Background: an optimization exercise with open tools, aiming at small area, a short achievable clock period and few clock cycles per item. Do not read the settings as production practice. Only simulation tests tie the RTL to the original design; equivalence was not proved. No activity file was given, so power comes from the tool's default toggle rates.

Design shift_add_multiplier, start of the top module:
module shift_add_multiplier #(
    parameter integer WIDTH = 16
) (
    input wire clk,
    input wire reset_n,
    input wire tvalid_slave_1,
    input signed [WIDTH-1:0] tdata_slave_1,
    output wire tready_slave_1,
    input wire tvalid_slave_2,
    input signed [WIDTH-1:0] tdata_slave_2,
    output wire tready_slave_2,
    output reg tvalid_master,
    output reg signed [WIDTH-1:0] tdata_master,
    input wire tready_master
);
For scale: roughly 410 cells after synthesis, roughly 90 flip-flops, roughly 0.0057 mm2 of cells after synthesis.
==> flow/config.mk <==
export PLATFORM = sky130hd
export DESIGN_NAME = shift_add_multiplier
export DESIGN_NICKNAME = shift_add_multiplier
export VERILOG_FILES = /design/flow/design.v
export SDC_FILE = /design/flow/constraint.sdc
export NUM_CORES = 4
export LEC_CHECK = 0
export CAP_MARGIN = 0
export CORE_MARGIN = 2
export CORE_UTILIZATION = 40
export CTS_BUF_LIST = sky130_fd_sc_hd__clkbuf_8
export GPL_TIMING_DRIVEN = 0
export SETUP_SLACK_MARGIN = 2.2
export SLEW_MARGIN = 0
export SYNTH_HIERARCHICAL = 1
==> flow/constraint.sdc <==
create_clock -name core_clock -period 5.0 [get_ports {clk}]
set_input_delay 1.0000 -clock core_clock [delete_from_list [all_inputs] [get_ports {clk}]]
set_output_delay 1.0000 -clock core_clock [all_outputs]
set_load 0.01 [all_outputs]
standard.sh (not shown) runs the stock make flow with config.mk's settings and CLKGATE_MAP_FILE= SYNTH_SCRIPT=/design/flow/synth_recipe.tcl, a recipe that flattens the netlist after the stock synthesis.
==> flow/flow/run.sh <==
#!/bin/bash
# The standard layout (standard.sh), with the port buffers that global
# placement inserts made from the smallest buffer cell instead of the default.
set -euo pipefail
export BUFFER_PORTS_ARGS="-buffer_cell sky130_fd_sc_hd__buf_1"
bash standard.sh > standard.log 2>&1
Testbench counts at the start, summed over its fixed seeds: cycles 1,224, items 1,200.
Rerun with:
- CORE_UTILIZATION: 40 -> 60
After rerunning:
- The changed run completed without violations
- hold slack stays flat
- cell count came out lower by roughly a tenth
- setup slack loses 0.010 ns
- final area decreases by a few percent
- global-route usage came out higher by 6.9 points
- die area falls by a quarter to a third
- sequential share of layout area goes up by 0.99 points
- critical path depth is unchanged
- register-to-register slack stays flat
- non-clock buffer count went down by 7
- wire length is lower slightly
Rerun with:
- CAP_MARGIN: 0 -> 20
- CORE_UTILIZATION: 60 -> 40
- GPL_TIMING_DRIVEN: 0 -> default
- SLEW_MARGIN: 0 -> 20
Outcome: The new run finished with timing, DRC and antenna clean; setup slack degrades by 0.026 ns; design area grows by 2.5%; clock power grows by about 1%; synthesized cell count does not change; final cell count grows by 12%; clock skew shrinks by 0.0097 ns; utilization shrinks by 23 points; register-to-register slack degrades by 0.03 ns; global-route usage shrinks by 6.8 points.

========
Another version of the RTL of shift_add_multiplier (not shown whole).
Size in the first run: roughly 51 flip-flops, about 56 I/O pins, ~4800 um^2 of cells after synthesis.
clock: 5.0 ns
lec_check: 0
cap_margin: 20
core_margin: 2
core_utilization: 40
slew_margin: 20
synth_hierarchical: 1
run.sh (not shown) runs the stock make flow with config.mk's settings and CLKGATE_MAP_FILE= SYNTH_SCRIPT=/design/flow/synth_recipe.tcl, a recipe that flattens the netlist after the stock synthesis.
Stock flow here: none of the scripts above is used.
The first run went through all stages and came out clean.
Testbench counts at the start, summed over its fixed seeds: cycles 1,216, items 1,200.
Then changed:
CAP_MARGIN = 0   (was 20)
CTS_BUF_LIST = sky130_fd_sc_hd__clkbuf_4 sky130_fd_sc_hd__clkbuf_8   (was unset)
SLEW_MARGIN = 0   (was 20)
Outcome: Setup slack got worse by 0.0054 ns; clock power came out lower by 26%; hold slack hardly moves; critical path depth stays the same; register-to-register slack is about the same; wire length stays flat; synthesized area is unchanged; design area came out lower by 0.96%; fmax hardly moves; total power came out lower by 2.6%.

========
shift_add_multiplier, a different RTL version from the one above (not shown whole).
Size: ~480 cells after synthesis, roughly 93 flip-flops, ~56 I/O pins.
clock: 5.0 ns
lec_check: 0
cap_margin: 0
core_margin: 2
core_utilization: 40
cts_buf_list: sky130_fd_sc_hd__clkbuf_8
gpl_timing_driven: 0
setup_slack_margin: 2.4
slew_margin: 0
synth_hierarchical: 1
standard.sh (not shown) runs the stock make flow with config.mk's settings and CLKGATE_MAP_FILE= SYNTH_SCRIPT=/design/flow/synth_recipe.tcl, a recipe that flattens the netlist after the stock synthesis.
==> flow/flow/run.sh <==
#!/bin/bash
set -euo pipefail
export BUFFER_PORTS_ARGS="-buffer_cell sky130_fd_sc_hd__buf_1"
export CTS_ARGS="-sink_clustering_enable -repair_clock_nets -buf_list sky130_fd_sc_hd__clkbuf_8 -sink_clustering_size 24 -dont_use_dummy_load"
bash standard.sh > standard.log 2>&1
The first run went through all stages and came out clean.
Testbench counts at the start, summed over its fixed seeds: cycles 1,224, items 1,200.
==> next run, changes <==
--- a/flow/flow/run.sh
+++ b/flow/flow/run.sh
@@ -1,2 +1,5 @@
 #!/bin/bash
+# The standard layout (standard.sh), with the port buffers that global
+# placement inserts made from the smallest buffer cell, and clock tree
+# synthesis building larger sink clusters without dummy loads.
 set -euo pipefail
- PLACE_DENSITY: default -> 0.75
- SETUP_SLACK_MARGIN: 2.4 -> 2.3
The changed run produced a clean layout.
Setup slack got worse by 86 ps.
Count of clock-buffer cells in the layout is unchanged.
Global-route usage came out lower by 0.52 points.
Flip-flop and latch count is unchanged.
==> next run, changes <==
- PLACE_DENSITY: 0.75 -> default
- SETUP_SLACK_MARGIN: 2.3 -> 2.4
Result:
- The changed run completed without violations
- total power barely changes
- final cell count climbs by 2.9%
- die area does not change
- global-route usage climbs by 0.52 points
- combinational power climbs by about 2%
- flip-flop and latch count is unchanged

========
shift_add_multiplier, a different RTL version from the one above (not shown whole).
For scale: ~98 flip-flops, roughly 6200 um^2 of cells after synthesis.
Design shift_add_multiplier, start of the top module:
module shift_add_multiplier #(
    parameter integer WIDTH = 16
) (
    input wire clk,
    input wire reset_n,
    input wire tvalid_slave_1,
    input signed [WIDTH-1:0] tdata_slave_1,
    output wire tready_slave_1,
    input wire tvalid_slave_2,
    input signed [WIDTH-1:0] tdata_slave_2,
    output wire tready_slave_2,
    output reg tvalid_master,
    output reg signed [WIDTH-1:0] tdata_master,
    input wire tready_master
);
  reg held_1;
  reg held_2;
  reg [WIDTH-1:0] factor_a;
  reg [7:0] b_neg;
  reg [7:0] b_one;
  reg [7:0] b_two;
  wire [16:0] b_in = {tdata_slave_2, 1'b0};
  wire [7:0] b_in_neg, b_in_one, b_in_two;
  genvar gk;
  generate
    for (gk = 0; gk < 8; gk = gk + 1) begin : g_enc
      assign b_in_neg[gk] = b_in[2*gk+2];
      assign b_in_one[gk] = b_in[2*gk+1] ^ b_in[2*gk];
      assign b_in_two[gk] = (b_in[2*gk+2] & ~b_in[2*gk+1] & ~b_in[2*gk]) | (~b_in[2*gk+2] & b_in[2*gk+1] & b_in[2*gk]);
    end
  endgenerate
  wire [WIDTH-1:0] product;
  reg mid_valid_1;
  reg pipe_xy253;
  reg pipe_c217;
  reg pipe_xy256;
  reg pipe_s222;
  reg pipe_s187;
  reg pipe_c220;
  reg pipe_c188;
  reg pipe_c223;
  reg pipe_s225;
  reg pipe_s199;
  reg pipe_s228;
  reg pipe_c226;
  reg pipe_s248;
  reg pipe_c246;
  reg pipe_s251;
  reg pipe_c249;
  reg pipe_c252;
  reg pipe_c255;
  reg pipe_g277;
  reg pipe_p278;
  reg pipe_g275;
  reg pipe_p276;
  reg pipe_g281;
  reg pipe_g279;
  reg pipe_p280;
  reg pipe_G296;
  reg pipe_P297;
  reg pipe_g271;
  reg pipe_p272;
  reg pipe_G308;
  reg pipe_P309;
  reg pipe_p274;
  reg pipe_x370;
  reg pipe_x371;
  reg pipe_c229;
  reg pipe_pp1;
  reg pipe_p266;
  reg pipe_r348;
  reg pipe_r349;
  wire room_1 = ~mid_valid_1 | ~tvalid_master;
  wire room_2 = ~tvalid_master;
  wire advance_1 = held_1 & held_2 & (room_1 | tready_master);
  wire advance_2 = mid_valid_1 & (room_2 | tready_master);
  wire input_transaction_1 = tvalid_slave_1 & tready_slave_1;
  wire input_transaction_2 = tvalid_slave_2 & tready_slave_2;
  sam_rdy u_rdy_1 (.held(held_1), .other(held_2), .room(room_1), .tready_master(tready_master), .tready(tready_slave_1));
  ...
export LEC_CHECK = 0
export CAP_MARGIN = 0
export CORE_MARGIN = 2
export CORE_UTILIZATION = 40
export CTS_BUF_LIST = sky130_fd_sc_hd__clkbuf_8
export GPL_TIMING_DRIVEN = 0
export SETUP_SLACK_MARGIN = 2.3
export SLEW_MARGIN = 0
export SYNTH_HIERARCHICAL = 1
create_clock -name core_clock -period 5.0 [get_ports {clk}]
==> flow/flow/run.sh <==
#!/bin/bash
# The standard layout (standard.sh), with the port buffers that global
# placement inserts made from the smallest buffer cell, and clock tree
# synthesis building larger sink clusters without dummy loads.
set -euo pipefail
export BUFFER_PORTS_ARGS="-buffer_cell sky130_fd_sc_hd__buf_1"
export CTS_ARGS="-sink_clustering_enable -repair_clock_nets -buf_list sky130_fd_sc_hd__clkbuf_8 -sink_clustering_size 24 -dont_use_dummy_load"
bash standard.sh > standard.log 2>&1
The baseline ran to the end with no violations.
Testbench counts at the start, summed over its fixed seeds: cycles 1,224, items 1,200.
Then changed:
--- a/flow/flow/run.sh
+++ b/flow/flow/run.sh
@@ -6,3 +6,3 @@
 export BUFFER_PORTS_ARGS="-buffer_cell sky130_fd_sc_hd__buf_1"
-export CTS_ARGS="-sink_clustering_enable -repair_clock_nets -buf_list sky130_fd_sc_hd__clkbuf_8 -sink_clustering_size 24 -dont_use_dummy_load"
+export CTS_ARGS="-sink_clustering_enable -repair_clock_nets -buf_list sky130_fd_sc_hd__clkbuf_8 -sink_clustering_size 30 -sink_clustering_max_diameter 150 -dont_use_dummy_load"
 bash standard.sh > standard.log 2>&1
What happened: Fmax is unchanged. Core utilization stays the same. Worst hold slack does not change. Final area stays the same. Total power is unchanged.
Then changed:
==> flow/flow/run.sh (replaced) <==
#!/bin/bash
# The standard layout (standard.sh), with the port buffers that global
# placement inserts made from the smallest buffer cell instead of the default.
set -euo pipefail
export BUFFER_PORTS_ARGS="-buffer_cell sky130_fd_sc_hd__buf_1"
bash standard.sh > standard.log 2>&1
- total power went up by about 7%
- synthesized cell count is unchanged
- combinational power hardly moves
- synthesized area is unchanged
- via count barely changes
- critical path depth stays the same
- register-to-register slack barely changes
- final area went up by about 1.4%
- sequential share of layout area went down by 0.57 points
- core utilization went up by 0.61 points

re-timing with driven ports:
No port has a modelled driver above. Below, the same layouts with a new extraction and two added sets of constraints. Step 1 sets driving cells, clkbuf_16 on the clock port and buf_2 on the other inputs (assumed; they add their load-dependent delay and slew). Step 2 also shifts input and output timing later by t, the mid clock arrival at the registers, as if the neighbouring blocks saw the same clock. Three values: ideal ports, drivers, drivers and shift; two values: the first two.
run | shift t [ns] | slack for setup (ns) | clock arrival spread, ns | pins driven straight from the clock port
the first run of note 1 | 0.413 | 2.173 / 2.173 / 2.173 | 0.012 / 0.012 | 1
the second run of note 1 | 0.388 | 2.163 / 2.163 / 2.163 | 0.017 / 0.017 | 1
the third run of note 1 | 0.410 | 2.137 / 2.137 / 2.137 | 0.007 / 0.007 | 1
the first run of note 2 | 0.342 | 0.259 / 0.259 / 0.259 | 0.009 / 0.009 | 1
the second run of note 2 | 0.361 | 0.253 / 0.253 / 0.253 | 0.012 / 0.012 | 1
the first run of note 3 | 0.399 | 2.521 / 2.521 / 2.236 | 0.030 / 0.030 | 1
the second run of note 3 | 0.407 | 2.435 / 2.435 / 2.205 | 0.028 / 0.028 | 1
the third run of note 3 | 0.399 | 2.521 / 2.521 / 2.236 | 0.030 / 0.030 | 1
the first run of note 4 | 0.404 | 2.530 / 2.530 / 2.424 | 0.026 / 0.026 | 1
the second run of note 4 | 0.404 | 2.530 / 2.530 / 2.424 | 0.026 / 0.026 | 1
the third run of note 4 | 0.413 | 2.540 / 2.540 / 2.445 | 0.010 / 0.009 | 1
After both steps every run listed still meets setup and hold.
